Context: an optimization exercise on an open-source flow, tuned for small area and a short achievable clock period. The choices shown serve that exercise and are no tape-out recipe.
Function was not checked in any run shown here: the RTL went through the layout flow alone.
Power figures rest on the tool's default switching activity, not on a simulated workload.

==> flow/design.v (outline; a module is shown in full before it is edited, if it fits) <==
// module FP32Mul_fa: 4 lines
// module FP32Mul_ha: 4 lines
// module FP32Mul_bsel: 3 lines
// module FP32Mul_add48: 261 lines
// module FP32Mul_shr: 201 lines
// module FP32Multi: 1405 lines
module FP32Multi
(
    input         clk,
    input         input_valid,
    input [31:0]  x1,
    input [31:0]  x2,
    output [31:0] y,
    output reg    out_valid
);
  // ...
==> flow/flow/run.sh <==
#!/bin/bash
# Layout flow: the standard ORFS flow, with synthesis mapped by the ABC
# script in flow/abc.script (no ABC-side buffering/sizing; OpenROAD sizes
# the gates after placement) at a tighter ABC delay target.
set -euo pipefail
HERE=$(pwd)
ABC_D=${ABC_D:-$(cat flow/abc_d.txt 2>/dev/null || echo 3300)}
{
  cat <<'EOT'
proc abc {args} {
  set new {}
  set skip 0
  foreach a $args {
    if {$skip} { set skip 0; continue }
    if {$a eq "-script"} { lappend new -script $::env(MY_ABC_SCRIPT); set skip 1; continue }
    if {$a eq "-D"} { lappend new -D $::env(MY_ABC_D); set skip 1; continue }
    lappend new $a
  }
  puts "flow abc: $new"
  yosys abc {*}$new
}
EOT
  cat synth_recipe.tcl
} > my_synth.tcl
export MY_ABC_SCRIPT=$HERE/flow/abc.script
export MY_ABC_D=$ABC_D
sed "s#SYNTH_SCRIPT=[^ ]*#SYNTH_SCRIPT=$HERE/my_synth.tcl#" standard.sh > my_standard.sh
bash my_standard.sh > flow_make.log 2>&1
==> flow/flow/abc.script <==
&get -n
&st
&dch
&nf -R 1000
&put
topo
stime -c
==> flow/standard.sh <==
#!/bin/bash
# synth_recipe.tcl (not shown) runs the flow's synth.tcl, then flattens the netlist and writes it again
# the make line also repeats each setting of config.mk as NAME=value (left out here)
make -C /OpenROAD-flow-scripts/flow DESIGN_CONFIG=/design/flow/config.mk WORK_HOME=/design/flow/orfs CLKGATE_MAP_FILE= SYNTH_SCRIPT=/design/flow/synth_recipe.tcl "${@:-finish}"
==> flow/config.mk <==
export PLATFORM = sky130hd
export DESIGN_NAME = FP32Multi
export DESIGN_NICKNAME = FP32Multi
export VERILOG_FILES = /design/flow/design.v
export SDC_FILE = /design/flow/constraint.sdc
export NUM_CORES = 4
export LEC_CHECK = 0
export CAP_MARGIN = 20
export CORE_MARGIN = 2
export CORE_UTILIZATION = 40
export SETUP_SLACK_MARGIN = 5
export SLEW_MARGIN = 20
export SYNTH_HIERARCHICAL = 1
export TNS_END_PERCENT = 0
==> flow/constraint.sdc <==
create_clock -name core_clock -period 8.5 [get_ports {clk}]
set_input_delay 1.7000 -clock core_clock [delete_from_list [all_inputs] [get_ports {clk}]]
set_output_delay 1.7000 -clock core_clock [all_outputs]
set_load 0.01 [all_outputs]
==> notes.md, run 1 <==
TritonCTS Sinks=between 200 and 300; post-CTS sizing=109; sequential cell area share=about a fifth; Seq. pwr=around 2.0 mW; outcome=no timing/DRC/antenna violations; top cells by area, synth=fa_1, dfxtp_1, xnor2_1; Logic pwr share=between 70 and 80%; core box area=54,800 µm²; Clock transition at path regs=roughly 0.060 ns; H-tree Lvls=1; switching power=5.57 mW; vias in the first global route=approximately 19,000; WP buf/inv=3; met1 wire length=~29,000 µm; critical path's slowest cell=or4_1; Clock Skew=0.0133 ns; Worst EP required=~9 ns; critical path endpoint category=flop; multi-input gates=~1,900; Non-clk invs=slightly below 100; worst-path cell chain=clkdlybuf4s15_2 -> or4_1 -> nor4_1 -> and4_4 -> buf_4 -> a21oi_1 -> nand3b_1 -> nor4_4 -> buf_4 -> o21ai_0 -> nand3_2 -> nor4bb_4 -> nand2_1 -> nand3b_1 -> a31oi_1 -> o31ai_1; cell count of the worst hold path=0; Yosys reg bits=~260; Final Instance Count excl. Fillers=3,180; Post-Synthesis Cells=approximately 2,200; share of cells above drive strength 1=~11%; Inst Count DP=between 3,000 and 4,000; multiplexer share of the synthesized area=1.15%; Area-dominant class=multi-input gates; RSZ-0062 raised after global routing=true; Synth area leader=fa_1; Clock-cell share=between 3 and 4%; Post-Place Setup Slack=3.34 ns; Adder-Cell Fraction of Synth Area=a little under a third; gr usage total=between 20 and 25%; # fillers=approximately 5,100
==> run 2, diff against run 1 <==
--- a/flow/config.mk
+++ b/flow/config.mk
@@ -7,7 +7,8 @@
 export LEC_CHECK = 0
 export CAP_MARGIN = 20
 export CORE_MARGIN = 2
-export CORE_UTILIZATION = 40
+export CORE_UTILIZATION = 60
+export PLACE_DENSITY = 0.72
 export SETUP_SLACK_MARGIN = 5
 export SLEW_MARGIN = 20
 export SYNTH_HIERARCHICAL = 1
==> notes.md, run 2 <==
Initial Utilization=between 60% and 70%; vias in the first global route=20,000 (+4.8%); Yosys reg bits=262 (unchanged); Slew @ Worst Pin=about 1.1 ns; post-synth top area share=24.1%; highest cell delay on the worst timing path=roughly 0.51 ns; Buffers on Ports=between 90 and 100; IO Pins=around 100; Rel. slew slack=about a quarter; via count=about 19,000; CP startpoint=x1[18]; core box area=36,400 µm² (-33%); most frequent CP cell=buf_4; kind of critical path=input port to flop; WP buf/inv=3 (unchanged); worst setup margin=roughly 4.4 ns; outcome=no timing/DRC/antenna violations; Critical Path AT=~4.6 ns; Synth top cells by count=xnor2_1, a22oi_1, fa_1, dfxtp_1; clock period minus worst slack=a little over 4 ns; Synth area leader=fa_1; top flop regs=sa_2 x48, sb_2 x47, y_4 x32; Post-Synthesis Cells=2,210 (unchanged); final wirelength=roughly 70,000 µm; RSZ-0062 raised after global routing=true; PD cells=443 nW/µm²; Die H=around 200 µm; die width=a little under 200 µm; Pwr Total=11.6 mW; post-DR vias/cell=approximately 6.5; prevailing post-synth register cell=dfxtp_1; critical path launch point type=input port; top cells by area, synth=fa_1, dfxtp_1, xnor2_1; pin count of the biggest net entering global routing=53; Hold Fails Final Rpt=0; number of DRC markers in iteration 0=a little under 2,000; gr usage total=36.5% (+12 points); RR Startpoint=sb_2[0]; NumNets Final=roughly 2,900; Max clock buf depth=3; worst-path cell chain=clkdlybuf4s50_1 -> or4_4 -> nor4_4 -> buf_4 -> a41oi_2 -> nor4bb_2 -> nand4_1 -> buf_4 -> o21ai_0 -> nor2_1 -> and3_1 -> nor3_1 -> o21ai_1 -> o31ai_1; maximum VDD drop=0.000305 V; Worst EP required=8.96 ns (-0.03 ns); Hold Crit Class=flop to flop; H-tree Lvls=1 (unchanged); DR DRC count=0; worst-path maximum fanout=7; TritonCTS Sinks=262 (unchanged); Final period util=48.6%; max FFs per register=48; first-pass GRT wire length=between 100,000 and 150,000 µm; delay-heaviest family, CP=simple AND/OR/NAND/NOR gates; GRT overflow=0; Post-synth EDFFs=0; # fillers=2,790 (-45%); worst skew pair latency=slightly below 0.6 ns; Ys Warns=7; CTS root buf=clkbuf_16; FFs w/ async S/R, synth=0%; sequential share of the synthesized area=23.8%; Sequential Area=around 5300 µm²; First-pass DRT Iterations=7; CTS tree=built; post-route ant nets=0; Clock Skew=0.0171 ns (+0.00381 ns); hold_sp=v_1; Largest Register=sa_2; synthesized cell area=22,100 µm²; share of cells above drive strength 1=10.5% (-0.57 points); Clock transition at path regs=0.06 ns (about the same); top-count cell post-synth=xnor2_1; initial antenna violation count=2; Multi-input gate area=~17,000 µm²; Syn Area/Cell=9.98 µm²; Rows=70; critical path's slowest cell=or4_4; average wire per standard cell=~24 µm; TritonCTS Buffers=28; most common cell after layout, fill and taps aside=xnor2_1; Leak Pwr=between 10 and 15 nW; Die Area=38,300 µm²; post-detail-place hpwl=47,300 µm; Synth-to-Final Area Change=18.3%; # setup viols final=0; number of distinct library cells after synthesis=50; GPL Wtd Cong=just under 1; Post-Place Setup Slack=3.36 ns (+0.0203 ns); post-route setup TNS=0 ns; count of pins over their slew limit=0; most frequent cells in the layout=xnor2_1, a22oi_1, fa_1; critical path endpoint category=flop; Fmax=around 240 MHz; fin util=71.6%; Max Cap Violations=0
-- run 2: metrics by stage --
step,instances,instance area [µm²],hold WS [ns]
2_1_floorplan,2234,22200,0.310
3_3_place_gp,2866,24300,0.310
5_1_grt,2955,26100,0.331
6_report,2957,26100,0.326
4_1_cts,2949,26000,0.327
3_5_place_dp,2866,24300,0.313
-- run 2: worst paths after layout --
check / depth (start not counted) / to / slack (ns)
setup / recovery: 14 / lz_1[0] / 4.37
hold reg to reg: 0 / v_2 / 0.33
hold / removal: 0 / v_2 / 0.33
setup reg to reg: 23 / w_3[1] / 4.44
-- run 2: power breakdown --
part,switching [mW],total (mW),leakage [nW],internal [mW]
logic,4.74,8.27,7.35,3.53
registers,0.207,2.01,2.20,1.80
clock network,0.527,1.29,0.480,0.762
-- run 2: Yosys stat by module (local to each module, per instance) --
| module | flops+latches | copies in the design | area [µm²] |
|---|---|---|---|
| FP32Mul_add48 | 0 | 1 | 1910 |
| FP32Mul_bsel | 0 | 300 | 16.3 |
| FP32Mul_fa | 0 | 258 | 20.0 |
| FP32Mul_ha | 0 | 28 | 12.5 |
| FP32Mul_shr | 0 | 1 | 1540 |
| FP32Multi | 262 | 1 | 8210 |
-- run 2: repair_timing --
item                       4_1_cts  5_1_grt
cloned                           1        0
pin swaps                       63       15
hold buffers                     0        0
gates resized for setup        154       23
hold endpoints to repair         0        0
setup buffers                   31        6
setup endpoints to repair       91       94
-- run 2: logic make-up after synthesis --
logic type | count (synthesis) | synth area share [%]
buffers and inverters | 98 | 1.67
XOR/XNOR | 366 | 14.5
flip-flops | 262 | 23.8
adder cells (fa/ha/maj) | 386 | 31.0
other | 1 | 0.0170
multiplexers | 25 | 1.15
AO/OA/AOI/OAI | 637 | 18.7
AND/OR/NAND/NOR | 435 | 9.17
-- run 2: cell type report --
class	count	share of cell area, %
clock buffers	35	2.90
inverters	98	1.43
repair buffers	201	6.78
well taps	468	2.24
clock inverters	16	0.892
multi-input cells	1875	65.6
diodes	2	0.0192
flip-flops and latches	262	20.1
-- run 2: per-layer routing --
layer  vias to the layer above  routed length (µm)  track usage, %
li1                       8364                   -               -
met5                         -                   0               0
met4                         0                3230            15.8
met2                      1243               32000            60.3
met1                      9211               26100            44.7
met3                       255                8330            10.7

[separate check: timing with driven ports]
The flow's constraints put no driver on any port. The routed layouts listed below were extracted and timed again, unchanged, in two steps. Step 1, drivers: a clkbuf_16 drives clk and a buf_2 each remaining input, both assumed. Step 2, shift: input delay + t, output delay - t, t = (earliest + latest rising clock arrival at the registers) / 2. This alone moves slack from input paths to output paths. Three values: no drivers, after step 1, after step 2; two values: the first two.
run	t, ns	slack for setup (ns)	worst setup path after step 2
run 1	0.635	4.291 / 4.330 / 3.694	input to register
run 2	0.626	4.370 / 4.401 / 3.775	input to register
After both steps setup and hold are still met in every run listed. For run 1, which loses most, drivers alone change the setup slack by +0.039 ns; drivers and shift together by -0.597 ns.
